This is an optimization exercise on Yosys and OpenROAD, whose aim is small area, a short achievable clock period and few clock cycles per item, not a production implementation.
The RTL was checked by simulation tests, not by an equivalence proof against the original design.

// lut_master
module lut_master #(parameter data_width = 16) (
		input wire clk,
		input wire reset,
		input wire req,
		input wire [8 - 1 : 0] lut_handle,
		input wire [data_width - 1 : 0] req_arg,
		output wire [data_width - 1 : 0] data_out,
		output reg valid,
		output reg invalid_request
	);
Size in the first run: about 2600 cells after synthesis, ~41 flip-flops, about 45 I/O pins, ~13000 µm² of cells after synthesis.
==> flow/config.mk <==
export PLATFORM = sky130hd
export DESIGN_NAME = lut_master
export DESIGN_NICKNAME = lut_master
export VERILOG_FILES = /design/flow/design.v
export SDC_FILE = /design/flow/constraint.sdc
export NUM_CORES = 4
export LEC_CHECK = 0
export ABC_AREA = 1
export CAP_MARGIN = 20
export CORE_MARGIN = 2
export CORE_UTILIZATION = 45
export PLACE_DENSITY = 0.6
export SLEW_MARGIN = 20
export SYNTH_MEMORY_MAX_BITS = 70000
==> flow/constraint.sdc <==
create_clock -name core_clock -period 8.0 [get_ports {clk}]
set_input_delay 1.6000 -clock core_clock [delete_from_list [all_inputs] [get_ports {clk}]]
set_output_delay 1.6000 -clock core_clock [all_outputs]
set_load 0.01 [all_outputs]
standard.sh (not shown) runs the stock make flow with config.mk's settings and CLKGATE_MAP_FILE= SYNTH_SCRIPT=/design/flow/synth_recipe.tcl, a recipe that flattens the netlist after the stock synthesis.
==> flow/flow/run.sh <==
#!/bin/bash
# Standard layout, with two changes: the input and output ports are buffered
# by buf_4 cells instead of the delay buffers buffer_ports picks by default,
# and synthesis leaves the adders to abc instead of mapping them to the
# platform's full/half adder cells (the registers are the standard ones).
set -euo pipefail
bash standard.sh "BUFFER_PORTS_ARGS=-buffer_cell sky130_fd_sc_hd__buf_4" "ADDER_MAP_FILE=" finish > make_finish.log 2>&1
Testbench counts at the start, summed over its fixed seeds: cycles 12,008, items 12,000.
Change:
Settings changed: SETUP_SLACK_MARGIN from default to 2.5.
Design area went up by 12%.
First-iteration DRC count grows by 11%.
Routed wire length rises by 6.0%.
Sequential share of layout area falls by 0.60 points.
Global-route usage increases by 0.23 points.
Synthesized area stays the same.
Setup slack is better by 0.83 ns.
Cell count goes up by 2.7%.

lut_master again, from the RTL that the note above started with.
clock: 8.0 ns
lec_check: 0
abc_area: 1
cap_margin: 20
core_margin: 2
core_utilization: 55
place_density: 0.65
setup_slack_margin: 2.0
slew_margin: 20
synth_memory_max_bits: 70000
Scripts as last shown in full above: flow/flow/run.sh
The starting point completed without violations.
Testbench counts at the start, summed over its fixed seeds: cycles 12,008, items 12,000.
Rerun with:
--- a/flow/flow/run.sh
+++ b/flow/flow/run.sh
@@ -6,2 +6,2 @@
 set -euo pipefail
-bash standard.sh "BUFFER_PORTS_ARGS=-buffer_cell sky130_fd_sc_hd__buf_4" "ADDER_MAP_FILE=" finish > make_finish.log 2>&1
+bash standard.sh "BUFFER_PORTS_ARGS=-buffer_cell sky130_fd_sc_hd__buf_2" "ADDER_MAP_FILE=" finish > make_finish.log 2>&1
CORE_UTILIZATION = 45   (was 55)
PLACE_DENSITY = 0.6   (was 0.65)
What happened: The changed run finished with timing, DRC and antenna clean; utilization shrinks by 11 points; setup slack improved by 1.1 ns; die area grows by 22%; wire length shrinks by 13%; final area is about the same; maximum frequency grows by 20%; final cell count grows by 2.5%; via count shrinks by 9.0%.

Starting RTL as in the previous note.
Settings: LEC_CHECK=0, ABC_AREA=1, CAP_MARGIN=20, CORE_MARGIN=2, CORE_UTILIZATION=40, PLACE_DENSITY=0.55, SETUP_SLACK_MARGIN=2.0, SLEW_MARGIN=20, SYNTH_MEMORY_MAX_BITS=70000; clock period 8.0 ns.
==> flow/flow/run.sh <==
#!/bin/bash
# Standard layout, with two changes: the input and output ports are buffered
# by buf_4 cells instead of the delay buffers buffer_ports picks by default,
# and synthesis leaves the adders to abc instead of mapping them to the
# platform's full/half adder cells (the registers are the standard ones).
set -euo pipefail
bash standard.sh "BUFFER_PORTS_ARGS=-buffer_cell sky130_fd_sc_hd__buf_4" "ADDER_MAP_FILE=" finish > make_finish.log 2>&1
The first run completed without violations.
Testbench counts at the start, summed over its fixed seeds: cycles 12,008, items 12,000.
Edit:
- CORE_UTILIZATION: 40 -> 45
- PLACE_DENSITY: 0.55 -> 0.6
Final cell count goes down by 2.0%.
Wire length went down by 5.4%.
Synthesized cell count does not change.
Register-to-register slack gains 0.02 ns.
Final area fell by 1.1%.
Edit:
- SETUP_SLACK_MARGIN: 2.0 -> 2.25
After rerunning: The changed run finished with timing, DRC and antenna clean. First-iteration DRC count went down by 1.9%. Final cell count went up by 1.3%. Wire length went up by 2.8%. Maximum frequency went up by 1.7%. Utilization went up by 2.4 points. Via count went up by 2.5%. Final area went up by 4.9%. Critical path depth went up by 1. Count of clock-buffer cells in the layout does not change. Global-route usage stays flat.

Setup of build 33:
Starting RTL as in the previous note.
Settings: LEC_CHECK=0, ABC_AREA=1, CAP_MARGIN=20, CORE_MARGIN=2, CORE_UTILIZATION=45, GPL_TIMING_DRIVEN=0, PLACE_DENSITY=0.6, SETUP_SLACK_MARGIN=2.0, SLEW_MARGIN=20, SYNTH_MEMORY_MAX_BITS=70000; clock period 8.0 ns.
Scripts as last shown in full above: flow/flow/run.sh
The flow did not stop early for build 33: all stages ran, and the layout cleared the timing, design-rule and antenna checks.
Testbench counts of build 33, summed over its fixed seeds: cycles 12,008, items 12,000.
## Diff of input files: build 47 against build 33
Settings: a deleted GPL_TIMING_DRIVEN that had been 0; a deleted SETUP_SLACK_MARGIN that had been 2.0.
==> flow/flow/run.sh <==
#!/bin/bash
# Standard layout, with the input and output ports buffered by buf_4 cells
# instead of the delay buffers buffer_ports picks by default.
set -euo pipefail
bash standard.sh "BUFFER_PORTS_ARGS=-buffer_cell sky130_fd_sc_hd__buf_4" finish > make_finish.log 2>&1
Findings:
Every stage of the flow completed for build 47, and the final layout passed the timing, design-rule and antenna checks. Going from build 33 to build 47, the number of DRC violations after detailed-routing iteration 0 was found to have gone down by 20%. Register cell area after layout delta (build 47 -> build 33): insignificant. When build 47 is measured against build 33, its global-route usage turns out 0.90 points lower. Run comparison: build 47 worst setup path endpoint e_r$_DFF_P_; build 33 worst setup path endpoint data_out[8]. From build 33 to build 47 the numbers moved as follows: total die area decreased about 16%, pin count of the biggest net entering global routing increased 20, post-synthesis to final-layout area growth increased 4.5 points. Build 47 against build 33: post-synthesis share of cell area spent on xor and xnor gates shows a reduction of 4.4 points. Build 47 has first-pass GRT wire length below what build 33 had.
What build 25 does differently from build 47 at the input level:
Settings: SETUP_SLACK_MARGIN: unset -> 1.0.
==> flow/flow/run.sh <==
#!/bin/bash
# Standard layout, with two changes: the input and output ports are buffered
# by buf_4 cells instead of the delay buffers buffer_ports picks by default,
# and synthesis leaves the adders to abc instead of mapping them to the
# platform's full/half adder cells (the registers are the standard ones).
set -euo pipefail
bash standard.sh "BUFFER_PORTS_ARGS=-buffer_cell sky130_fd_sc_hd__buf_4" "ADDER_MAP_FILE=" finish > make_finish.log 2>&1
Notes after the runs:
Having completed the whole flow, build 25 delivered a layout that passed the timing, design-rule and antenna checks.
Build 25 supports a higher top clock frequency than build 47.
Changes observed in build 25 relative to build 47: final worst-path setup slack rose by 1.42 ns, initial antenna violation count stayed essentially flat, post-detailed-route via-to-cell ratio fell by about 4.7%, routed via count rose by 4546.
Of build 25 and build 47, the run reporting the lower share of the clock period used by the worst path was build 25.
Compare build 25 and build 47 | wire length of the first global-routing pass lower: build 47
Edits applied to the flow inputs when going from build 25 to build 18:
Settings: SLEW_MARGIN now 10, was 20; CAP_MARGIN now 10, was 20; SETUP_SLACK_MARGIN now 2.0, was 1.0.
Notes after the runs:
- Build 18 vs build 25: final design area excluding fillers up
- Taking build 25 as the reference point, the worst-case headroom to the max-slew limit of build 18 rises by 19 points.
- In terms of met3 usage in global routing, build 18 and build 25 differ only marginally.

## separate check: timing with driven ports
The flow's constraints put no driver on any port. The routed layouts listed below were extracted and timed again, unchanged, in two steps. Step 1, drivers: a clkbuf_16 drives clk and a buf_2 each remaining input, both assumed. Step 2 also shifts input and output timing later by t, the mid clock arrival at the registers, as if the neighbouring blocks saw the same clock. Slacks: no drivers / after step 1 / after step 2; pairs: no drivers / after step 1.
| run | t (ns) | setup slack, ns | worst setup path after step 2 | slew at the worst register clock pin (ns) | pins driven straight from the clock port |
|---|---|---|---|---|---|
| the first run of note 1 | 0.356 | 1.662 / 1.692 / 1.336 | input to register | 0.08 / 0.08 | 1 |
| the second run of note 1 | 0.358 | 2.490 / 2.437 / 2.129 | input to register | 0.08 / 0.08 | 1 |
| the first run of note 2 | 0.351 | 1.162 / 1.112 / 1.463 | register to output | 0.08 / 0.08 | 1 |
| the second run of note 2 | 0.334 | 2.279 / 2.286 / 1.953 | input to register | 0.06 / 0.06 | 1 |
| the first run of note 3 | 0.335 | 2.279 / 2.258 / 1.958 | input to register | 0.07 / 0.07 | 1 |
| the second run of note 3 | 0.357 | 2.326 / 2.309 / 1.963 | input to register | 0.08 / 0.08 | 1 |
| the third run of note 3 | 0.352 | 2.421 / 2.386 / 2.034 | input to register | 0.08 / 0.08 | 1 |
| build 33 | 0.338 | 2.070 / 2.027 / 1.915 | input to register | 0.06 / 0.06 | 1 |
| build 47 | 0.331 | 0.244 / 0.263 / -0.068 | input to register | 0.06 / 0.06 | 1 |
| build 25 | 0.356 | 1.662 / 1.692 / 1.336 | input to register | 0.08 / 0.08 | 1 |
| build 18 | 0.357 | 2.326 / 2.309 / 1.963 | input to register | 0.08 / 0.08 | 1 |
Met with ideal ports but missed after step 2: setup timing in build 47. The setup slack of the third run of note 3, which loses most, moves by -0.035 ns with the drivers and by -0.387 ns with both steps.
